Context: an optimization exercise on an open-source flow, tuned for small area and a short achievable clock period. The choices shown serve that exercise and are no tape-out recipe.
Function was checked by simulation only, so behaviour that the tests miss may differ from the original.
Power figures rest on the tool's default switching activity, not on a simulated workload.

==> flow/design.v <==
`timescale 1ns / 1ps
module pipeline
	#(
		parameter B=32,
		parameter W=5
	)
	(
		input wire clk,
		input wire reset,
		input wire ena,
		output wire [B-1:0] imem_addr,
		input wire [B-1:0] imem_data,
		output wire [B-1:0] dmem_addr,
		output wire [B-1:0] dmem_wdata,
		output wire dmem_we,
		input wire [B-1:0] dmem_rdata,
		output wire [B-1:0] reg_0,
		output wire [B-1:0] reg_1,
		output wire [B-1:0] reg_2,
		output wire [B-1:0] reg_3,
		output wire [B-1:0] reg_4,
		output wire [B-1:0] reg_5,
		output wire [B-1:0] reg_6,
		output wire [B-1:0] reg_7,
		output wire [B-1:0] reg_8,
		output wire [B-1:0] reg_9,
		output wire [B-1:0] reg_10,
		output wire [B-1:0] reg_11,
		output wire [B-1:0] reg_12,
		output wire [B-1:0] reg_13,
		output wire [B-1:0] reg_14,
		output wire [B-1:0] reg_15,
		output wire [B-1:0] reg_16,
		output wire [B-1:0] reg_17,
		output wire [B-1:0] reg_18,
		output wire [B-1:0] reg_19,
		output wire [B-1:0] reg_20,
		output wire [B-1:0] reg_21,
		output wire [B-1:0] reg_22,
		output wire [B-1:0] reg_23,
		output wire [B-1:0] reg_24,
		output wire [B-1:0] reg_25,
		output wire [B-1:0] reg_26,
		output wire [B-1:0] reg_27,
		output wire [B-1:0] reg_28,
		output wire [B-1:0] reg_29,
		output wire [B-1:0] reg_30,
		output wire [B-1:0] reg_31
	);
	reg  [31:0] pc_reg;
	reg         pc_sel;           
	reg  [31:0] instr_D;
	reg  [31:0] rs_oh, rt_oh;     
	reg         bubble;           
	reg  [31:0] r1_E, r2_E;
	reg  [15:0] imm_E;
	reg  [4:0]  rt_E, dest_E;
	reg         fA_E, fB_E;       
	reg         RegWrite_E, MemtoReg_E, MemWrite_E, ALUSrc_E;
	reg         do_sub_E, sh_var_E, sh_left_E, sh_arith_E;
	reg         r_sum_E, r_and_E, r_or_E, r_xor_E, r_nor_E, r_slt_E, r_sh_E, r_lui_E, r_ones_E;
	reg  [2:0]  op_E;             
	reg  [31:0] alu_M, sd_M;
	reg  [4:0]  dest_M;
	reg         RegWrite_M, MemtoReg_M, MemWrite_M;
	reg  [31:0] wdec_M;           
	reg         ws_mid, ws_hi, ws_b7, ws_h15;   
	reg  [31:0] rf [0:31];
	wire [31:0] pc = pc_sel ? alu_M : pc_reg;
	assign imem_addr = pc;
	wire [31:0] pc4 = pc + 32'd4;
	wire [5:0] op = instr_D[31:26];
	wire [5:0] fn = instr_D[5:0];
	wire [4:0] rs = instr_D[25:21];
	wire [4:0] rt = instr_D[20:16];
	wire [4:0] rdf = instr_D[15:11];
	wire isR     = (op == 6'b000000);
	wire is_j    = (op == 6'b000010);
	wire is_jal  = (op == 6'b000011);
	wire is_beq  = (op == 6'b000100);
	wire is_bne  = (op == 6'b000101);
	wire jr_jalr = isR & ((fn == 6'b001000) | (fn == 6'b001001));
	wire jump    = jr_jalr | is_j | is_jal;
	wire branch  = is_beq | is_bne;
	reg listed, ALUSrc_D, RegWrite_D, MemtoReg_D, MemWrite_D;
	always @* begin
		listed = 1'b1; ALUSrc_D = 1'b1; RegWrite_D = 1'b0; MemtoReg_D = 1'b0; MemWrite_D = 1'b0;
		case (op)
			6'h04, 6'h05:                      ALUSrc_D = 1'b0;
			6'h08, 6'h0A, 6'h0C, 6'h0D, 6'h0E, 6'h0F: RegWrite_D = 1'b1;
			6'h20, 6'h21, 6'h23, 6'h24, 6'h25, 6'h27: begin RegWrite_D = 1'b1; MemtoReg_D = 1'b1; end
			6'h28, 6'h29, 6'h2B:               MemWrite_D = 1'b1;
			6'h02:                             ALUSrc_D = 1'b0;
			6'h03:                     begin ALUSrc_D = 1'b0; RegWrite_D = 1'b1; end
			default: begin
				listed = 1'b0;
				ALUSrc_D = (fn == 6'h00) | (fn == 6'h02) | (fn == 6'h03);
				RegWrite_D = isR & (fn != 6'h08);
			end
		endcase
	end
	wire RegDst_D = listed ? (is_j | is_jal) : 1'b1;
	wire [3:0] aluc_fn =
		(fn == 6'h20) ? 4'd0 :
		(fn == 6'h22) ? 4'd1 :
		(fn == 6'h24) ? 4'd2 :
		(fn == 6'h25) ? 4'd3 :
		(fn == 6'h26) ? 4'd4 :
		(fn == 6'h27) ? 4'd5 :
		(fn == 6'h2A) ? 4'd6 :
		(fn == 6'h00) ? 4'd7 :
		(fn == 6'h02) ? 4'd8 :
		(fn == 6'h03) ? 4'd9 :
		(fn == 6'h04) ? 4'd10 :
		(fn == 6'h06) ? 4'd11 :
		(fn == 6'h07) ? 4'd12 :
		(fn == 6'h09) ? 4'd0 : 4'd15;
	wire [3:0] aluc_D =
		(is_beq | is_bne) ? 4'd1 :
		(op == 6'h0A) ? 4'd6 :
		(op == 6'h0C) ? 4'd2 :
		(op == 6'h0D) ? 4'd3 :
		(op == 6'h0E) ? 4'd4 :
		(op == 6'h0F) ? 4'd13 :
		((op == 6'h08) | MemtoReg_D | MemWrite_D | is_jal) ? 4'd0 : aluc_fn;
	reg [31:0] data1, data2;
	integer ri;
	always @* begin
		data1 = 32'd0;
		data2 = 32'd0;
		for (ri = 0; ri < 32; ri = ri + 1) begin
			data1 = data1 | (rf[ri] & {32{rs_oh[ri]}});
			data2 = data2 | (rf[ri] & {32{rt_oh[ri]}});
		end
	end
	wire FAD = (rs != 5'd0) & ((rs == dest_M) | dest_E[0]) & RegWrite_M;
	wire FBD = (rt != 5'd0) & ((rt == dest_M) | dest_E[0]) & RegWrite_M;
	wire eq_dd = (data1 == data2);
	wire eq_ad = (alu_M == data2);
	wire eq_da = (data1 == alu_M);
	wire eq = FAD ? (FBD | eq_ad) : (FBD ? eq_da : eq_dd);
	wire taken = (is_beq & eq) | (is_bne & ~eq);
	wire [31:0] se_D = {{16{instr_D[15]}}, instr_D[15:0]};
	wire [31:0] br_target = pc + {se_D[29:0], 2'b00};
	wire [31:0] pc_j = {pc[31:28], instr_D[25:0], 2'b00};
	wire lwstall = ((rt_E == rs) | (rt_E == rt)) & MemtoReg_E;
	wire branchstall = branch & ((RegWrite_E & ((dest_E == rs) | (dest_E == rt))) |
	                             (MemtoReg_M & ((dest_M == rs) | (dest_M == rt))));
	wire stall = lwstall | branchstall;
	wire flushIFID = ~stall & (jump | taken);
	wire [31:0] rd1 = bubble ? rf[0] : data1;
	wire [31:0] rd2 = bubble ? rf[0] : data2;
	wire [31:0] reg_data1 = jump ? pc : rd1;
	wire [31:0] reg_data2 = jump ? 32'd4 : rd2;
	wire [4:0]  rd_D = (jump & ~jr_jalr) ? 5'd31 : rdf;
	wire [4:0]  dest_D = RegDst_D ? rd_D : rt;
	wire [31:0] wd_M;
	wire pfA = (rs != 5'd0) & (rs == dest_M) & RegWrite_M;
	wire pfB = (rt != 5'd0) & (rt == dest_M) & RegWrite_M;
	wire fA_D = (rs != 5'd0) & (rs == dest_E) & RegWrite_E;
	wire fB_D = (rt != 5'd0) & (rt == dest_E) & RegWrite_E;
	wire [31:0] A = fA_E ? alu_M : r1_E;
	wire [31:0] Bv = fB_E ? alu_M : r2_E;
	wire [31:0] se_E = {{16{imm_E[15]}}, imm_E};
	wire [31:0] op2 = ALUSrc_E ? se_E : Bv;
	wire do_sub = do_sub_E;
	wire [31:0] addb = do_sub ? ~op2 : op2;
	wire [31:0] sum = A + addb + {31'd0, do_sub};
	wire slt = (A[31] ^ op2[31]) ? A[31] : sum[31];
	wire sh_var   = sh_var_E;
	wire sh_left  = sh_left_E;
	wire sh_arith = sh_arith_E;
	wire [31:0] sh_val = sh_var ? op2 : A;
	wire [4:0]  sh_amt = sh_var ? A[4:0] : op2[10:6];
	wire        sh_big = sh_var & (|A[31:5]);
	wire        sh_fill = sh_arith & sh_val[31];
	reg  [31:0] sh_in, sh_rev;
	integer k;
	always @* for (k = 0; k < 32; k = k + 1) sh_in[k] = sh_left ? sh_val[31-k] : sh_val[k];
	wire [63:0] sh_ext = {{32{sh_fill}}, sh_in};
	wire [31:0] sh_r0 = sh_ext[sh_amt +: 32];
	wire [31:0] sh_r = sh_big ? {32{sh_fill}} : sh_r0;
	always @* for (k = 0; k < 32; k = k + 1) sh_rev[k] = sh_left ? sh_r[31-k] : sh_r[k];
	wire [31:0] alu_E =
		({32{r_sum_E}} & sum) |
		({32{r_and_E}} & (A & op2)) |
		({32{r_or_E}}  & (A | op2)) |
		({32{r_xor_E}} & (A ^ op2)) |
		({32{r_nor_E}} & ~(A | op2)) |
		({32{r_slt_E}} & {31'd0, slt}) |
		({32{r_sh_E}}  & sh_rev) |
		({32{r_lui_E}} & {op2[15:0], 16'd0}) |
		{32{r_ones_E}};
	reg [31:0] sd_E;
	always @* begin
		case (op_E[1:0])
			2'b00: sd_E = {{24{Bv[7]}}, Bv[7:0]};
			2'b01: sd_E = {{16{Bv[15]}}, Bv[15:0]};
			2'b10: sd_E = 32'd0;
			default: sd_E = Bv;
		endcase
	end
	assign dmem_addr = alu_M;
	assign dmem_wdata = sd_M;
	assign dmem_we = MemWrite_M;
	wire ws_b7x  = ws_b7 & dmem_rdata[7];
	wire ws_h15x = ws_h15 & dmem_rdata[15];
	genvar gj;
	generate
		for (gj = 0; gj < 32; gj = gj + 1) begin : g_wd
			if (gj < 8)
				assign wd_M[gj] = MemtoReg_M ? dmem_rdata[gj] : alu_M[gj];
			else if (gj < 16)
				assign wd_M[gj] = (~MemtoReg_M & alu_M[gj]) | (ws_mid & dmem_rdata[gj]) | ws_b7x;
			else
				assign wd_M[gj] = (~MemtoReg_M & alu_M[gj]) | (ws_hi & dmem_rdata[gj]) | ws_b7x | ws_h15x;
		end
	endgenerate
	always @(posedge clk) begin
		if (reset) begin
			pc_reg <= 32'd0;
			pc_sel <= 1'b0;
		end else if (ena) begin
			if (stall) begin
				pc_reg <= pc;
				pc_sel <= 1'b0;
			end else begin
				pc_reg <= taken ? br_target : (jump ? (jr_jalr ? data1 : pc_j) : pc4);
				pc_sel <= jr_jalr & (FAD | FBD);
			end
		end
	end
	always @(posedge clk) begin
		if (reset) begin
			instr_D <= 32'd0;
			bubble <= 1'b1;
		end else if (ena & ~stall) begin
			instr_D <= flushIFID ? 32'd0 : imem_data;
			bubble <= flushIFID;
		end
	end
	always @(posedge clk)
		if (ena & ~stall) begin
			rs_oh <= 32'd1 << imem_data[25:21];
			rt_oh <= 32'd1 << imem_data[20:16];
		end
	always @(posedge clk) begin
		if (reset | (ena & stall)) begin
			r1_E <= 32'd0; r2_E <= 32'd0; imm_E <= 16'd0;
			rt_E <= 5'd0; dest_E <= 5'd0; fA_E <= 1'b0; fB_E <= 1'b0;
			RegWrite_E <= 1'b0; MemtoReg_E <= 1'b0; MemWrite_E <= 1'b0; ALUSrc_E <= 1'b0;
			op_E <= 3'd0;
			do_sub_E <= 1'b0; sh_var_E <= 1'b0; sh_left_E <= 1'b1; sh_arith_E <= 1'b0;
			r_sum_E <= 1'b0; r_and_E <= 1'b0; r_or_E <= 1'b0; r_xor_E <= 1'b0; r_nor_E <= 1'b0;
			r_slt_E <= 1'b0; r_sh_E <= 1'b1; r_lui_E <= 1'b0; r_ones_E <= 1'b0;
		end else if (ena) begin
			r1_E <= pfA ? wd_M : reg_data1;
			r2_E <= pfB ? wd_M : reg_data2;
			imm_E <= instr_D[15:0];
			rt_E <= rt; dest_E <= dest_D; fA_E <= fA_D; fB_E <= fB_D;
			RegWrite_E <= RegWrite_D; MemtoReg_E <= MemtoReg_D; MemWrite_E <= MemWrite_D;
			ALUSrc_E <= ALUSrc_D; op_E <= op[2:0];
			do_sub_E   <= (aluc_D == 4'd1) | (aluc_D == 4'd6);
			sh_var_E   <= (aluc_D == 4'd10) | (aluc_D == 4'd11) | (aluc_D == 4'd12);
			sh_left_E  <= (aluc_D == 4'd7) | (aluc_D == 4'd10);
			sh_arith_E <= (aluc_D == 4'd9) | (aluc_D == 4'd12);
			r_sum_E  <= (aluc_D == 4'd0) | (aluc_D == 4'd1);
			r_and_E  <= (aluc_D == 4'd2);
			r_or_E   <= (aluc_D == 4'd3);
			r_xor_E  <= (aluc_D == 4'd4);
			r_nor_E  <= (aluc_D == 4'd5);
			r_slt_E  <= (aluc_D == 4'd6);
			r_sh_E   <= (aluc_D >= 4'd7) & (aluc_D <= 4'd12);
			r_lui_E  <= (aluc_D == 4'd13);
			r_ones_E <= (aluc_D == 4'd14) | (aluc_D == 4'd15);
		end
	end
	always @(posedge clk) begin
		if (reset) begin
			alu_M <= 32'd0; dest_M <= 5'd0;
			RegWrite_M <= 1'b0; MemtoReg_M <= 1'b0; MemWrite_M <= 1'b0;
			wdec_M <= 32'd0; ws_mid <= 1'b0; ws_hi <= 1'b0; ws_b7 <= 1'b0; ws_h15 <= 1'b0;
		end else if (ena) begin
			alu_M <= alu_E; dest_M <= dest_E;
			RegWrite_M <= RegWrite_E; MemtoReg_M <= MemtoReg_E; MemWrite_M <= MemWrite_E;
			wdec_M <= {32{RegWrite_E}} & (32'd1 << dest_E);
			ws_mid <= MemtoReg_E & op_E[0];                       
			ws_hi  <= MemtoReg_E & op_E[1];                       
			ws_b7  <= MemtoReg_E & ~op_E[0] & ~op_E[2];           
			ws_h15 <= MemtoReg_E & op_E[0] & ~op_E[1] & ~op_E[2];  
		end
	end
	always @(posedge clk)
		if (ena) sd_M <= sd_E;
	genvar gi;
	generate
		for (gi = 0; gi < 32; gi = gi + 1) begin : g_rf
			always @(posedge clk or posedge reset) begin
				if (reset)
					rf[gi] <= 32'd0;
				else if (ena & wdec_M[gi])
					rf[gi] <= wd_M;
			end
		end
	endgenerate
	assign reg_0 = rf[0];
	assign reg_1 = rf[1];
	assign reg_2 = rf[2];
	assign reg_3 = rf[3];
	assign reg_4 = rf[4];
	assign reg_5 = rf[5];
	assign reg_6 = rf[6];
	assign reg_7 = rf[7];
	assign reg_8 = rf[8];
	assign reg_9 = rf[9];
	assign reg_10 = rf[10];
	assign reg_11 = rf[11];
	assign reg_12 = rf[12];
	assign reg_13 = rf[13];
	assign reg_14 = rf[14];
	assign reg_15 = rf[15];
	assign reg_16 = rf[16];
	assign reg_17 = rf[17];
	assign reg_18 = rf[18];
	assign reg_19 = rf[19];
	assign reg_20 = rf[20];
	assign reg_21 = rf[21];
	assign reg_22 = rf[22];
	assign reg_23 = rf[23];
	assign reg_24 = rf[24];
	assign reg_25 = rf[25];
	assign reg_26 = rf[26];
	assign reg_27 = rf[27];
	assign reg_28 = rf[28];
	assign reg_29 = rf[29];
	assign reg_30 = rf[30];
	assign reg_31 = rf[31];
endmodule
==> flow/flow/run.sh <==
#!/bin/bash
# Own flow: the standard layout (standard.sh, unchanged synthesis), with
#  - port buffers of the smallest buffer cell (buf_1) instead of the default pick,
#  - a larger setup-repair margin, so that repair_timing keeps improving the
#    critical paths beyond the 12.5 ns clock (the SDC is not changed).
# The make output goes to flow_make.log in the work folder; ORFS writes each
# tool's own log under orfs/logs/.
set -euo pipefail
export BUFFER_PORTS_ARGS="-buffer_cell sky130_fd_sc_hd__buf_1"
export SETUP_SLACK_MARGIN=8
bash standard.sh > flow_make.log 2>&1
==> flow/standard.sh <==
#!/bin/bash
# synth_recipe.tcl (not shown) runs the flow's synth.tcl, then flattens the netlist and writes it again
# the make line also repeats each setting of config.mk as NAME=value (left out here)
make -C /OpenROAD-flow-scripts/flow DESIGN_CONFIG=/design/flow/config.mk WORK_HOME=/design/flow/orfs CLKGATE_MAP_FILE= SYNTH_SCRIPT=/design/flow/synth_recipe.tcl "${@:-finish}"
==> flow/config.mk <==
export PLATFORM = sky130hd
export DESIGN_NAME = pipeline
export DESIGN_NICKNAME = pipeline
export VERILOG_FILES = /design/flow/design.v
export SDC_FILE = /design/flow/constraint.sdc
export NUM_CORES = 4
export LEC_CHECK = 0
export CAP_MARGIN = 20
export CORE_MARGIN = 2
export CORE_UTILIZATION = 40
export SLEW_MARGIN = 20
==> flow/constraint.sdc <==
create_clock -name core_clock -period 12.5 [get_ports {clk}]
set_input_delay 2.5000 -clock core_clock [delete_from_list [all_inputs] [get_ports {clk}]]
set_output_delay 2.5000 -clock core_clock [all_outputs]
set_load 0.01 [all_outputs]
==> summary.md, run 1 <==
| Metric | Value |
|---|---|
| Core Area | `185000 sq um` |
| Crit Path Max Fanout | `7` |
| Initial DRT Pass Iterations | `12` |
| Crit-path slowest cell | `dfxtp_4` |
| Placed instance area | `82250 sq um` |
| Max cap viols | `0` |
| CTS Buf Count | `153` |
| Main synth FF type | `dfrtp_1` |
| Pin count of the biggest net entering global routing | `141` |
| Routed wire length | `584400 um` |
| Max reg flops | `1024` |
| Tcrit/Tclk final | `37.91%` |
| Die Width | `435.3 um` |
| Post-synth EDFFs | `96` |
| Delay-heaviest family, CP | `buffers and inverters` |
| Crit path cell chain | `buf_12, buf_16, mux2i_4, clkinvlp_4, buf_6` |
| Status | `timing/DRC/antenna clean` |
| Largest family of logic cells by synthesized area | `compound AO/OA/AOI/OAI gates` |
| Min cycle time layout | `4.738 ns` |
| Kind of critical path | `flop to output port` |
| CTS max path bufs | `3` |
| DIE AREA | `189500 sq um` |
| Peak VDD IR | `0.0001354 V` |
| CTS Hold Bufs | `0` |
| Comb pwr share | `32.7%` |
| Clock net sink count | `1374` |
| # setup viols final | `0` |
| Most frequent cells in the layout | `nor2_1 (1418), a21oi_1 (1180), buf_1 (1153)` |
| Area grow syn2layout | `22.77%` |
| Synth Area in Compound Gates | `25.54%` |
| CTS tree | `yes` |
| Crit path DAT | `2.24 ns` |
| R2r startpoint | `fB_E$_SDFFE_PP0P_` |
| Root Driver | `clkbuf_16` |
| Crit-path max cell delay | `0.47 ns` |
| 1st-iter DRT viols | `16790` |
| Nets | `9599` |
| Syn_area_per_cell | `8.885 sq um` |
| Port Buffers | `1187` |
| Most common cell after layout, fill and taps aside | `nor2_1` |
| Total power | `16.19 mW` |
| Post-Synthesis Net Count | `8568` |
| Synth Area in Simple Gates | `14.64%` |
| DP Wirelength | `416600 um` |
| Asr flop ratio synth | `74.53%` |
| Final setup TNS | `0 ns` |
| Post-Synthesis Cells | `8375` |
| Worst slew margin | `15.01%` |
| Starting Density | `40.21%` |
| Pleak | `38.70 nW` |
| Yosys warns | `2` |
| Post-route design area | `91350 sq um` |
| Clk network pwr share | `30.8%` |
| Hold_sp | `r_ones_E$_SDFFE_PP0P_` |
| PD cells | `177.2 nW/um^2` |
| Critical Path Start Type | `flop` |
| GRT Util Overall | `59.12%` |
| Io pins | `1188` |
| Adder-cell share of the synthesized area | `2.152%` |
| Initial antenna violation count | `61` |
| Hold Violations, Final | `0` |
| Most flops, register | `rf` |
| Net Sw Frac | `42.11%` |
| Least-Margin Pin Slew | `1.275 ns` |
| Switching pwr | `6.815 mW` |
| Via-per-instance ratio | `7.445` |
| Yosys reg bits | `1374` |
| Synth unique cells | `84` |
| Mux share of post-synthesis cell area | `5.609%` |
| Site Rows | `158` |
| H-tree levels | `4` |
| Final setup skew | `0.04656 ns` |
| First-pass GRT wire length | `762600 um` |
| Critical Path RT | `10.00 ns` |
| Maximum clock frequency | `211.1 MHz` |
| Via Count | `89700` |
| Total grt overflow | `0` |
| Hold WC Path Type | `flop to flop` |
| Critical Path Start | `pc_sel$_SDFFE_PP0P_` |
| RD Place Congestion | `1.089` |
| Clock Pin Slew Worst Setup and Hold Paths | `0.06 ns` |
| Max Slew Vio Count | `0` |
| CP Capture Type | `output port` |
| Share of cells above drive strength 1 | `12.49%` |
| Reg power frac | `36.6%` |
| Pint | `9.370 mW` |
| Wirelength per Cell | `48.51 um` |
| Seq/Total Area, Yosys | `45.14%` |
| Routed Antenna Nets | `0` |
| Clk latency of the worst-skew pair | `0.87 ns` |
| DRC | `0` |
| Die height | `435.3 um` |
| Xor/xnor share of the synthesized area | `2.048%` |
| Vias in the first global route | `81170` |
| WP buf/inv | `4` |
| Unrepaired setup endpoints after global routing | `yes` |
| Synth Cell Area | `74410 sq um` |
## Yosys cell counts, drive strengths merged (8+ instances only)
library cell | instances | area (sq um)
ha | 124 | 1551
nor2 | 1435 | 5386
a21oi | 1188 | 5957
nand2b | 44 | 275.3
mux2i | 276 | 2763
nor3 | 68 | 351.6
a22o | 53 | 464.2
nand4 | 275 | 1720
a21o | 62 | 465.5
nand2 | 303 | 1137
and3 | 32 | 200.2
a2111oi | 8 | 76.32
or3 | 18 | 112.6
or2 | 16 | 100.1
nand3b | 8 | 60.06
a211o | 10 | 87.58
mux2 | 59 | 668.1
buf | 137 | 584.3
o21a | 28 | 210.2
edfxtp | 96 | 2883
a211oi | 46 | 345.3
inv | 144 | 540.5
o21ai | 178 | 890.9
dfrtp | 1024 | 25620
a31oi | 13 | 81.33
nor2b | 23 | 143.9
a22oi | 1037 | 7785
dfxtp | 254 | 5085
nand3 | 92 | 465.5
and2 | 48 | 300.3
nor4 | 64 | 415.4
a221oi | 102 | 893.4
xor2 | 37 | 324.1
clkbuf | 663 | 2489
o211a | 11 | 110.1
a311oi | 16 | 140.1
o221ai | 28 | 245.2
mux4 | 33 | 743.2
xnor2 | 137 | 1200
o2111ai | 22 | 192.7
o22ai | 17 | 106.4
o211ai | 55 | 412.9
## repair_timing
action,4_1_cts,5_1_grt
endpoints found under the setup margin,658,375
buffers inserted,101,53
cloned,13,3
resized for setup,334,162
pin swaps,14,34
## per-stage QoR
| stage | utilization (%) | setup slack [ns] | hold WS [ns] | cells |
|---|---|---|---|---|
| 6_report | 49.37 | 7.762 | 0.4760 | 12050 |
| 5_1_grt | 49.32 | 7.746 | 0.4892 | 12010 |
| 4_1_cts | 48.69 | 7.760 | 0.4695 | 11950 |
| 3_5_place_dp | 44.45 | 5.929 | 0.4566 | 11560 |
| 3_3_place_gp | 44.40 | 5.994 | 0.4427 | 11550 |
| 2_1_floorplan | - | -8.038 | 0.4319 | 8375 |
## worst register-to-register path, cell delays in order, from the launching register on
cell and delay [ns]:
dfxtp_2 0.40, buf_12 0.18, mux2_2 0.40, o21ai_1 0.82, mux4_2 0.42, mux2i_1 0.09, mux2i_1 0.36, mux2i_1 0.18
mux2i_1 0.21, o21ai_0 0.10, a21oi_1 0.30, o21ai_1 0.26, a221oi_1 0.75, a211oi_1 0.09
## logic make-up (layout without fill, tap and decap cells)
kind of cell,after synthesis,count (layout)
xor gates and xnor gates,174,174
other,0,39
adders and majority gates,127,127
AOI/OAI and AO/OA,2933,2934
and+or+nand+nor,2453,2454
muxes,368,369
buffers and inverters,946,2097
DFF,1374,1374
## final timing paths
kind | endpoint | slack (ns) | cells after the start
max | imem_addr[23] | 7.76 | 5
min | r_ones_E$_SDFFE_PP0P_ | 0.48 | 2
max reg2reg | alu_M[27]$_SDFFE_PP0P_ | 7.79 | 13
min reg2reg | r_ones_E$_SDFFE_PP0P_ | 0.48 | 2
max in group asynchronous | rf[9][5]$_DFFE_PP0P_ | 8.19 | 5
min in group asynchronous | rf[9][21]$_DFFE_PP0P_ | 2.15 | 2
## layout make-up
| type | instances | area (sq um) |
|---|---|---|
| repair inverters | 1 | 5.005 |
| multi-input cells | 6058 | 39080 |
| clock inverters | 61 | 928.4 |
| diodes | 39 | 97.59 |
| well taps | 2480 | 3103 |
| fillers | 17690 | 93680 |
| inverters | 146 | 601.8 |
| clock buffers | 217 | 4473 |
| flip-flops and latches | 1374 | 33660 |
| repair buffers | 1672 | 9408 |
## power by group through the flow
stage	Clock (mW)	Combinational (mW)	Sequential [mW]
5_1_grt	5.11	5.33	5.83
3_5_place_dp	0	4.64	5.85
6_report	4.98	5.29	5.92
3_3_place_gp	0	4.59	5.85
2_1_floorplan	0	2.33	5.34
4_1_cts	4.93	4.85	5.77
## per-layer routing
layer  routed length (um)  vias up  GRT usage, %
met3                88350     3279         28.10
met2               228700     9338         81.30
met5                  873        -         2.445
met4                75750       50         57.61
li1                     -    32970             -
met1               190800    44060         65.79
==> run 2, diff against run 1 <==
--- a/flow/design.v
+++ b/flow/design.v
@@ -48,15 +48,15 @@
 		output wire [B-1:0] reg_31
 	);
 	reg  [31:0] pc_reg;
-	reg         pc_sel;           
 	reg  [31:0] instr_D;
 	reg  [31:0] rs_oh, rt_oh;     
 	reg         bubble;           
 	reg  [31:0] r1_E, r2_E;
-	reg  [15:0] imm_E;
+	reg  [31:0] addb_E;           
 	reg  [4:0]  rt_E, dest_E;
 	reg         fA_E, fB_E;       
-	reg         RegWrite_E, MemtoReg_E, MemWrite_E, ALUSrc_E;
+	reg         fBo_E;            
+	reg         RegWrite_E, MemtoReg_E, MemWrite_E;
 	reg         do_sub_E, sh_var_E, sh_left_E, sh_arith_E;
 	reg         r_sum_E, r_and_E, r_or_E, r_xor_E, r_nor_E, r_slt_E, r_sh_E, r_lui_E, r_ones_E;
 	reg  [2:0]  op_E;             
@@ -66,7 +66,7 @@
 	reg  [31:0] wdec_M;           
 	reg         ws_mid, ws_hi, ws_b7, ws_h15;   
 	reg  [31:0] rf [0:31];
-	wire [31:0] pc = pc_sel ? alu_M : pc_reg;
+	wire [31:0] pc = pc_reg;
 	assign imem_addr = pc;
 	wire [31:0] pc4 = pc + 32'd4;
 	wire [5:0] op = instr_D[31:26];
@@ -158,15 +158,17 @@
 	wire pfA = (rs != 5'd0) & (rs == dest_M) & RegWrite_M;
 	wire pfB = (rt != 5'd0) & (rt == dest_M) & RegWrite_M;
 	wire fA_D = (rs != 5'd0) & (rs == dest_E) & RegWrite_E;
+	wire [31:0] r2pf = pfB ? wd_M : reg_data2;
+	wire sub_D = (aluc_D == 4'd1) | (aluc_D == 4'd6);
 	wire fB_D = (rt != 5'd0) & (rt == dest_E) & RegWrite_E;
 	wire [31:0] A = fA_E ? alu_M : r1_E;
 	wire [31:0] Bv = fB_E ? alu_M : r2_E;
-	wire [31:0] se_E = {{16{imm_E[15]}}, imm_E};
-	wire [31:0] op2 = ALUSrc_E ? se_E : Bv;
 	wire do_sub = do_sub_E;
-	wire [31:0] addb = do_sub ? ~op2 : op2;
+	wire [31:0] addb = fBo_E ? (alu_M ^ {32{do_sub}}) : addb_E;
+	wire [31:0] op2 = addb;
+	wire op2_31 = addb[31] ^ do_sub;
 	wire [31:0] sum = A + addb + {31'd0, do_sub};
-	wire slt = (A[31] ^ op2[31]) ? A[31] : sum[31];
+	wire slt = (A[31] ^ op2_31) ? A[31] : sum[31];
 	wire sh_var   = sh_var_E;
 	wire sh_left  = sh_left_E;
 	wire sh_arith = sh_arith_E;
@@ -216,19 +218,12 @@
 				assign wd_M[gj] = (~MemtoReg_M & alu_M[gj]) | (ws_hi & dmem_rdata[gj]) | ws_b7x | ws_h15x;
 		end
 	endgenerate
+	wire [31:0] pc_jump = jr_jalr ? ((FAD | FBD) ? alu_E : data1) : pc_j;
 	always @(posedge clk) begin
-		if (reset) begin
+		if (reset)
 			pc_reg <= 32'd0;
-			pc_sel <= 1'b0;
-		end else if (ena) begin
-			if (stall) begin
-				pc_reg <= pc;
-				pc_sel <= 1'b0;
-			end else begin
-				pc_reg <= taken ? br_target : (jump ? (jr_jalr ? data1 : pc_j) : pc4);
-				pc_sel <= jr_jalr & (FAD | FBD);
-			end
-		end
+		else if (ena & ~stall)
+			pc_reg <= taken ? br_target : (jump ? pc_jump : pc4);
 	end
 	always @(posedge clk) begin
 		if (reset) begin
@@ -246,21 +241,22 @@
 		end
 	always @(posedge clk) begin
 		if (reset | (ena & stall)) begin
-			r1_E <= 32'd0; r2_E <= 32'd0; imm_E <= 16'd0;
+			r1_E <= 32'd0; r2_E <= 32'd0; addb_E <= 32'd0; fBo_E <= 1'b0;
 			rt_E <= 5'd0; dest_E <= 5'd0; fA_E <= 1'b0; fB_E <= 1'b0;
-			RegWrite_E <= 1'b0; MemtoReg_E <= 1'b0; MemWrite_E <= 1'b0; ALUSrc_E <= 1'b0;
+			RegWrite_E <= 1'b0; MemtoReg_E <= 1'b0; MemWrite_E <= 1'b0;
 			op_E <= 3'd0;
 			do_sub_E <= 1'b0; sh_var_E <= 1'b0; sh_left_E <= 1'b1; sh_arith_E <= 1'b0;
 			r_sum_E <= 1'b0; r_and_E <= 1'b0; r_or_E <= 1'b0; r_xor_E <= 1'b0; r_nor_E <= 1'b0;
 			r_slt_E <= 1'b0; r_sh_E <= 1'b1; r_lui_E <= 1'b0; r_ones_E <= 1'b0;
 		end else if (ena) begin
 			r1_E <= pfA ? wd_M : reg_data1;
-			r2_E <= pfB ? wd_M : reg_data2;
-			imm_E <= instr_D[15:0];
+			r2_E <= r2pf;
+			addb_E <= (ALUSrc_D ? se_D : r2pf) ^ {32{sub_D}};
+			fBo_E <= fB_D & ~ALUSrc_D;
 			rt_E <= rt; dest_E <= dest_D; fA_E <= fA_D; fB_E <= fB_D;
 			RegWrite_E <= RegWrite_D; MemtoReg_E <= MemtoReg_D; MemWrite_E <= MemWrite_D;
-			ALUSrc_E <= ALUSrc_D; op_E <= op[2:0];
-			do_sub_E   <= (aluc_D == 4'd1) | (aluc_D == 4'd6);
+			op_E <= op[2:0];
+			do_sub_E   <= sub_D;
 			sh_var_E   <= (aluc_D == 4'd10) | (aluc_D == 4'd11) | (aluc_D == 4'd12);
 			sh_left_E  <= (aluc_D == 4'd7) | (aluc_D == 4'd10);
 			sh_arith_E <= (aluc_D == 4'd9) | (aluc_D == 4'd12);
==> run 2 against run 1 <==
  * Synthesized cell count grew 0.25%
  * Hold slack gained 0.018 ns
  * Largest cell class unchanged
  * Via count is essentially flat
  * Wire length shrank 3.2%
  * Largest power group unchanged
  * Sequential share of layout area grew 0.61 points
  * Clock-buffer cell count grew 3
==> summary.md, run 2 <==
| Metric | Value |
|---|---|
| Main synth FF type | `dfrtp_1` |
| Post-synth EDFFs | `96 (unchanged)` |
| # setup viols final | `0 (unchanged)` |
| Seq/Total Area, Yosys | `45.36% (+0.21 points)` |
| Initial DRT Pass Iterations | `15 (+3)` |
| Tcrit/Tclk final | `37.24% (-0.66 points)` |
| Pin count of the biggest net entering global routing | `164 (+16%)` |
| Asr flop ratio synth | `73.72% (-0.80 points)` |
| Yosys reg bits | `1389 (+1.1%)` |
| CP Capture Type | `flop` |
| Clock net sink count | `1389 (+1.1%)` |
| Area grow syn2layout | `21.32%` |
| Clk latency of the worst-skew pair | `0.86 ns (about the same)` |
| Most frequent cells in the layout | `nor2_1 (1477), a21oi_1 (1248), buf_1 (1172)` |
| CTS max path bufs | `3 (unchanged)` |
| Yosys warns | `2 (unchanged)` |
| Max cap viols | `0 (unchanged)` |
| Io pins | `1188 (unchanged)` |
| Area of the multi-input gates | `39190 sq um (+0.30%)` |
| Post-synth top cells | `nor2_1 (1482), a21oi_1 (1260), a22oi_1 (1027)` |
| Most common cell after layout, fill and taps aside | `nor2_1` |
| DRC | `0 (unchanged)` |
| H-tree levels | `4 (unchanged)` |
| Kind of critical path | `flop to flop` |
| First-pass GRT wire length | `733400 um (-3.8%)` |
| Die height | `436.2 um (+0.21%)` |
| CTS Buf Count | `157 (+2.6%)` |
| Crit path DAT | `5.35 ns (+3.11 ns)` |
| Fin Hold WS | `0.4937 ns (+0.01764 ns)` |
| FF/Latch Area | `33960 sq um (+0.88%)` |
| Port Buffers | `1187 (unchanged)` |
| Worst R2R Setup Slack | `7.84 ns (+0.05 ns)` |
| Most frequent cell after synthesis | `nor2_1` |
| Area fraction of the dominant cell type after synthesis | `34.29% (-0.14 points)` |
| GRT Util Overall | `56.37% (-2.7 points)` |
| Final setup skew | `0.03663 ns (-0.009929 ns)` |
| Most flops, register | `rf` |
| DP Wirelength | `388200 um (-6.8%)` |
| Final setup TNS | `0 ns (unchanged)` |
| Total grt overflow | `0 (unchanged)` |
| Clock Pin Slew Worst Setup and Hold Paths | `0.06 ns (about the same)` |
| Setup ws final | `7.844 ns (+0.08257 ns)` |
| Site Rows | `158 (unchanged)` |
| Vias in the first global route | `79990 (-1.5%)` |
| Critical Path Start Type | `flop` |
| Post-Synthesis Cells | `8396 (+0.25%)` |
| Min cycle time layout | `4.656 ns (-0.08257 ns)` |
| Synth unique cells | `90 (+7.1%)` |
| Hold Violations, Final | `0 (unchanged)` |
| Area leader, netlist | `dfrtp_1` |
| Wirelength per Cell | `47.21 um (-2.7%)` |
| CTS Hold Bufs | `0 (unchanged)` |
| Peak VDD IR | `0.0001134 V (-16%)` |
| Critical Path RT | `13.19 ns (+3.19 ns)` |
| Maximum clock frequency | `214.8 MHz (+1.8%)` |
| Crit Path Max Fanout | `29 (+22)` |
| Core Area | `185400 sq um (+0.21%)` |
| Synth area leaders | `dfrtp_1 (34%), a22oi_1 (10%), a21oi_1 (8.4%), nor2_1 (7.4%), dfxtp_1 (7.2%)` |
| Worst slew margin | `15.27% (+0.26 points)` |
| Via-per-instance ratio | `7.487 (+0.56%)` |
| Initial antenna violation count | `37 (-39%)` |
| Nets | `9510 (-0.93%)` |
| Unrepaired setup endpoints after global routing | `yes` |
| Register-to-Register Path Depth | `15 (+2)` |
| Synth Cell Area | `74720 sq um (+0.42%)` |
| Pleak | `37.58 nW (-2.9%)` |
| Total power | `16.41 mW (+1.4%)` |
| Root Driver | `clkbuf_16` |
| Syn_area_per_cell | `8.900 sq um (+0.17%)` |
| RD Place Congestion | `1.123 (+3.1%)` |
| Max reg flops | `1024 (unchanged)` |
| Via Count | `89760 (+0.060%)` |
| Starting Density | `40.30% (+0.083 points)` |
| WHS Path Cells | `2 (unchanged)` |
| CTS tree | `yes` |
| Post-Synthesis Net Count | `8560 (-0.093%)` |
| PD cells | `181.1 nW/um^2 (+2.2%)` |
| Hold WC Path Type | `flop to flop` |
| DIE AREA | `190300 sq um (+0.42%)` |
| Routed Antenna Nets | `0 (unchanged)` |
| Layout fillers | `17930 (+1.4%)` |
| Status | `timing/DRC/antenna clean` |
| Setup WS pre-CTS | `5.990 ns (+0.06161 ns)` |
| Routed wire length | `565900 um (-3.2%)` |
| Max Slew Vio Count | `0 (unchanged)` |
| Least-Margin Pin Slew | `1.271 ns (-0.003853 ns)` |
| Die Width | `436.2 um (+0.21%)` |
| 1st-iter DRT viols | `18450 (+9.9%)` |
| Share of cells above drive strength 1 | `11.45% (-1.0 points)` |
[run 2: cell types whose count changed in the layout (fill, tap and decap cells not counted), sizes merged, moves of 25 or more]
cell	previous run	this run
a211oi	46	170
a21o	62	37
a21oi	1189	1264
a22o	53	20
a32o	0	33
buf	1660	1586
ha	124	94
inv	148	105
mux2	60	26
nand2	303	226
nor2	1436	1484
o211ai	55	27
xor2	37	79
[run 2: routing by layer]
layer / vias up / GRT usage, % / wire length (um)
met3: 3494 / 30.60 / 94470
met1: 43520 / 63.36 / 183300
met5: - / 5.570 / 1525
met4: 36 / 53.81 / 73960
li1: 32970 / - / -
met2: 9734 / 74.03 / 212600
[run 2: worst max-delay path, stage by stage (launching register included)]
cell       delay (ns)
edfxtp_1         0.61
buf_8            0.35
a22oi_1          0.27
nand4_1          0.18
nor4_4           0.63
buf_6            0.25
xor2_1           0.09
nor4_2           0.31
nand4_1          0.27
o32ai_4          0.35
buf_12           0.18
mux2_4           0.36
nor2_4           0.12
buf_12           0.16
clkbuf_16        0.17
a311oi_1         0.09
[run 2: cell type report]
| cell class | instances | area share, % |
|---|---|---|
| Clock buffer | 220 | 5.042 |
| Sequential cell | 1389 | 37.46 |
| Clock inverter | 70 | 0.8847 |
| Timing Repair Buffer | 1610 | 9.449 |
| Tap cell | 2480 | 3.423 |
| Antenna cell | 31 | 0.08557 |
| Multi-Input combinational cell | 6090 | 43.23 |
| Inverter | 98 | 0.4251 |
[run 2: metrics by stage]
step / std cells / area [sq um] / util (%)
finish: 11990 / 90650 / 48.89
global route: 11970 / 90600 / 48.86
CTS: 11870 / 89130 / 48.06
detailed placement: 11510 / 82140 / 44.29
global placement: 11510 / 82070 / 44.26
floorplan: 8396 / 74780 / -
[run 2: kinds of logic (layout without fill, tap and decap cells)]
kind of cell	after synthesis	count (layout)	share of synthesized area, %
compound gates	3011	3012	26.09
xor+xnor	229	229	2.684
fa+ha+maj	98	98	1.668
buf+inv	932	1998	4.843
flops	1389	1389	45.36
mux	333	333	5.079
other cells	0	31	0
simple gates	2404	2418	14.27
[run 2: report_power, final]
group	internal, mW	switching [mW]	total (mW)
combinational	1.74	3.85	5.59
clock	2.80	2.13	4.93
sequential	4.90	0.991	5.90
[run 2: path summary, 6_finish.rpt]
kind | start | to
max | rs_oh[11]$_SDFFCE_PP0P_ | pc_reg[6]$_SDFFE_PP0P_
min | r2_E[8]$_SDFFE_PP0P_ | r2_E[8]$_SDFFE_PP0P_
max reg2reg | rs_oh[11]$_SDFFCE_PP0P_ | pc_reg[6]$_SDFFE_PP0P_
min reg2reg | r2_E[8]$_SDFFE_PP0P_ | r2_E[8]$_SDFFE_PP0P_
max in group asynchronous | reset | rf[13][23]$_DFFE_PP0P_
min in group asynchronous | reset | rf[0][20]$_DFFE_PP0P_
[run 2: timing repair]
action,CTS,global route
pin swaps,29,32
hold endpoints to repair,0,0
setup buffers,60,67
gates resized for setup,228,134
gates cloned,9,20
endpoints found under the setup margin,1263,332
==> run 3, diff against run 2 <==
==> flow/flow/run.sh (replaced) <==
#!/bin/bash
# Own flow: the standard layout (standard.sh, unchanged synthesis), with
#  - port buffers of the smallest buffer cell (buf_1) instead of the default pick,
#  - a larger setup-repair margin, so that repair_timing keeps improving the
#    critical paths beyond the 12.5 ns clock (the SDC is not changed),
#  - clock tree synthesis without dummy loads (ORFS's default arguments
#    otherwise).
# The make output goes to flow_make.log in the work folder; ORFS writes each
# tool's own log under orfs/logs/.
set -euo pipefail
export BUFFER_PORTS_ARGS="-buffer_cell sky130_fd_sc_hd__buf_1"
export SETUP_SLACK_MARGIN=8
export CTS_ARGS="-sink_clustering_enable -repair_clock_nets -dont_use_dummy_load"
bash standard.sh > flow_make.log 2>&1
==> run 3 against run 2 <==
  * Critical endpoint unchanged
  * Fmax up 0.26%
  * Clock power down 17%
  * Still clean on timing, DRC and antenna
  * Highest routed layer unchanged
  * Worst setup slack better by 0.012 ns
  * Sequential cell count unchanged
  * Sequential power about the same
  * Largest power group unchanged
  * Largest cell class unchanged
  * Hold slack worse by 0.0064 ns
  * Global-route usage down 0.066 points
==> summary.md, run 3 <==
| Metric | Value |
|---|---|
| Crit-path max cell delay | `1.11 ns (+0.48 ns)` |
| Core Util, Final | `48.23% (-0.66 points)` |
| Hold WC Path Type | `flop to flop` |
| Synth Cell Area | `74720 sq um (unchanged)` |
| Max Slew Vio Count | `0 (unchanged)` |
| Yosys reg bits | `1389 (unchanged)` |
| Initial antenna violation count | `42 (+14%)` |
| Via Count | `89280 (-0.53%)` |
| 1st-iter DRT viols | `18320 (-0.70%)` |
| Peak VDD IR | `0.0001291 V (+14%)` |
| PD cells | `174.1 nW/um^2 (-3.8%)` |
| Switching pwr | `6.721 mW (-3.5%)` |
| Share of cells above drive strength 1 | `10.71% (-0.74 points)` |
| Dpl cells | `11510 (unchanged)` |
| Maximum clock frequency | `215.4 MHz (+0.26%)` |
| Site Rows | `158 (unchanged)` |
| Max cap viols | `0 (unchanged)` |
| CTS Buf Count | `157 (unchanged)` |
| DP Wirelength | `388200 um (unchanged)` |
| Syn_area_per_cell | `8.900 sq um (unchanged)` |
| Reg power frac | `37.9% (+2.0 points)` |
| Met2 WL | `211700 um (-0.41%)` |
| Setup WS pre-CTS | `5.990 ns (unchanged)` |
| Tcrit/Tclk final | `37.15% (-0.097 points)` |
| Root Driver | `clkbuf_16` |
| Final setup skew | `0.06292 ns (+0.02629 ns)` |
| Synth unique cells | `90 (unchanged)` |
| Clock net sink count | `1389 (unchanged)` |
| Port Buffers | `1187 (unchanged)` |
| Post-Synthesis Cells | `8396 (unchanged)` |
| Clock Pin Slew Worst Setup and Hold Paths | `0.05 ns (about the same)` |
| Starting Density | `40.30% (unchanged)` |
| Area leader, netlist | `dfrtp_1` |
| Net Sw Frac | `43.17% (+0.73 points)` |
| WP buf/inv | `4 (-1)` |
| Hold Violations, Final | `0 (unchanged)` |
| Delay-heaviest family, CP | `simple AND/OR/NAND/NOR gates` |
| Max reg flops | `1024 (unchanged)` |
| Area grow syn2layout | `19.68%` |
| Total grt overflow | `0 (unchanged)` |
| Status | `timing/DRC/antenna clean` |
| Crit path cell chain | `buf_6, a22oi_1, nand4_1, nor4_4, xor2_1, nor2_1, nand4_1, o32ai_4, buf_12, mux2_4, nor2_4, buf_12, buf_12, a311oi_1` |
| DIE AREA | `190300 sq um (unchanged)` |
| Wirelength per Cell | `47.49 um (+0.59%)` |
| WL met3 | `94070 um (-0.43%)` |
| Main synth FF type | `dfrtp_1` |
| CP Capture Type | `flop` |
| Most flops, register | `rf` |
| Post-synth EDFFs | `96 (unchanged)` |
| Most frequent cell after synthesis | `nor2_1` |
| Clk latency of the worst-skew pair | `0.89 ns (+0.03 ns)` |
| Critical Path RT | `13.20 ns (about the same)` |
| Fin Hold WS | `0.4873 ns (-0.006350 ns)` |
| Crit Path Max Fanout | `30 (+3.4%)` |
| GRT Util Overall | `56.31% (-0.066 points)` |
| Core Area | `185400 sq um (unchanged)` |
| Routed Antenna Nets | `0 (unchanged)` |
| RD Place Congestion | `1.123 (unchanged)` |
| Worst slew margin | `6.350% (-8.9 points)` |
| Asr flop ratio synth | `73.72% (unchanged)` |
| CTS tree | `yes` |
| Pin count of the biggest net entering global routing | `164 (unchanged)` |
| DR top layer | `met5` |
| Placed instance area | `82140 sq um (unchanged)` |
| Via-per-instance ratio | `7.520 (+0.44%)` |
| Yosys warns | `2 (unchanged)` |
| Setup ws final | `7.857 ns (+0.01211 ns)` |
| # setup viols final | `0 (unchanged)` |
| Met1 Wirelength | `182900 um (-0.26%)` |
| Initial DRT Pass Iterations | `14 (-1)` |
| Min cycle time layout | `4.643 ns (-0.01211 ns)` |
| Most common cell after layout, fill and taps aside | `nor2_1` |
| Post-Synthesis Net Count | `8560 (unchanged)` |
| First-pass GRT wire length | `732400 um (-0.15%)` |
| Vias in the first global route | `79920 (-0.088%)` |
| Comb pwr share | `36.0% (+1.9 points)` |
| Post-route design area | `89430 sq um (-1.4%)` |
| Total power | `15.57 mW (-5.1%)` |
| Kind of critical path | `flop to flop` |
| Crit-path slowest cell | `nor4_4` |
| Pint | `8.848 mW (-6.4%)` |
| Most frequent cells in the layout | `nor2_1 (1477), a21oi_1 (1241), buf_1 (1174)` |
| Io pins | `1188 (unchanged)` |
| Die Width | `436.2 um (unchanged)` |
| Pleak | `36.92 nW (-1.8%)` |
| Critical Path Start Type | `flop` |
| Post-synth top cells | `nor2_1 (1482), a21oi_1 (1260), a22oi_1 (1027)` |
| Final setup TNS | `0 ns (unchanged)` |
| Seq/Total Area, Yosys | `45.36% (unchanged)` |
| Clk network pwr share | `26.1% (-3.9 points)` |
| Unrepaired setup endpoints after global routing | `yes` |
| Layout fillers | `18000 (+0.38%)` |
| DRC | `0 (unchanged)` |
| CTS max path bufs | `3 (unchanged)` |
| Least-Margin Pin Slew | `1.394 ns (+0.1231 ns)` |
| Die height | `436.2 um (unchanged)` |
| H-tree levels | `4 (unchanged)` |
| Crit path DAT | `5.35 ns (about the same)` |
| Final cell count without fillers | `11870 (-0.97%)` |
| Nets | `9511 (+0.011%)` |
| Routed wire length | `563800 um (-0.38%)` |
| Synth area leaders | `dfrtp_1 (34%), a22oi_1 (10%), a21oi_1 (8.4%), nor2_1 (7.4%), dfxtp_1 (7.2%)` |
| Area fraction of the dominant cell type after synthesis | `34.29% (unchanged)` |
| Most common cell on crit path | `buf_12` |
run 3: routing by layer:
| layer | GRT usage (%) | vias up |
|---|---|---|
| met3 | 31.40 | 3407 |
| li1 | - | 32870 |
| met2 | 73.93 | 9819 |
| met1 | 62.98 | 43150 |
| met4 | 53.43 | 38 |
| met5 | 4.335 | - |
run 3: path summary, 6_finish.rpt:
kind	depth (start not counted)	startpoint	slack, ns	to
max in group asynchronous	6	reset	8.29	rf[22][4]$_DFFE_PP0P_
setup / recovery	14	rs_oh[21]$_SDFFCE_PN0P_	7.86	pc_reg[6]$_SDFFE_PP0P_
hold / removal	2	addb_E[10]$_SDFFE_PP0P_	0.49	addb_E[10]$_SDFFE_PP0P_
setup reg to reg	14	rs_oh[21]$_SDFFCE_PN0P_	7.86	pc_reg[6]$_SDFFE_PP0P_
hold reg to reg	2	addb_E[10]$_SDFFE_PP0P_	0.49	addb_E[10]$_SDFFE_PP0P_
min in group asynchronous	3	reset	2.12	rf[10][25]$_DFFE_PP0P_
run 3: what timing repair did:
item / 4_1_cts / 5_1_grt
buffers inserted: 55 / 74
gates resized for setup: 227 / 179
endpoints found under the hold margin: 0 / 0
gates cloned: 9 / 19
setup endpoints to repair: 1264 / 337
hold buffers: 0 / 0
pin swaps: 28 / 57
run 3: final cells by class:
| class | count | area [sq um] | area share [%] |
|---|---|---|---|
| antenna | 47 | 117.6 | 0.1315 |
| clock buffer | 157 | 3929 | 4.393 |
| inverter | 98 | 385.4 | 0.4309 |
| multi-input combinational | 6088 | 39290 | 43.94 |
| sequential | 1389 | 33970 | 37.98 |
| tap | 2480 | 3103 | 3.470 |
| timing repair buffer | 1613 | 8632 | 9.653 |
run 3: cell families after synthesis:
family                   after synthesis  share of synthesized area [%]
flip-flops                          1389                          45.36
buffers and inverters                932                          4.843
adder cells (fa/ha/maj)               98                          1.668
AO/OA/AOI/OAI                       3011                          26.09
AND/OR/NAND/NOR                     2404                          14.27
multiplexers                         333                          5.079
XOR/XNOR                             229                          2.684
run 3: power by group through the flow:
stage	Clock, mW	Combinational, mW	Sequential [mW]
2_1_floorplan	0	2.52	5.44
3_3_place_gp	0	4.78	5.87
3_5_place_dp	0	4.82	5.87
4_1_cts	4.02	5.04	5.77
5_1_grt	4.20	5.63	5.83
6_report	4.07	5.60	5.90
run 3: worst register-to-register path, stage by stage (launching register included):
cell and delay (ns):
edfxtp_1 0.56, buf_6 0.32, a22oi_1 0.44, nand4_1 0.17, nor4_4 1.11, xor2_1 0.15, nor2_1 0.13, nand4_1 0.19
o32ai_4 0.29, buf_12 0.18, mux2_4 0.39, nor2_4 0.16, buf_12 0.17, buf_12 0.16, a311oi_1 0.09

## what the ideal ports hide
Ports are ideal in the flow. The routed layouts listed here were re-timed in OpenROAD. Step 1 assumes that a clkbuf_16 drives the clock port and a buf_2 every other input. Step 2, shift: input delay + t, output delay - t, t = (earliest + latest rising clock arrival at the registers) / 2. This alone moves slack from input paths to output paths. a / b / c = ideal ports / drivers / drivers and shift; a / b = the first two.
| run | t (ns) | setup slack, ns | worst hold slack (ns) |
|---|---|---|---|
| run 1 | 0.954 | 7.762 / 7.654 / 7.083 | 0.476 / 0.476 / 0.476 |
| run 2 | 0.950 | 7.844 / 7.826 / 7.005 | 0.494 / 0.494 / 0.494 |
| run 3 | 0.962 | 7.857 / 7.779 / 7.001 | 0.487 / 0.487 / 0.487 |
After both steps every run listed still meets setup and hold. The setup slack of run 3, which loses most, moves by -0.078 ns with the drivers and by -0.856 ns with both steps.
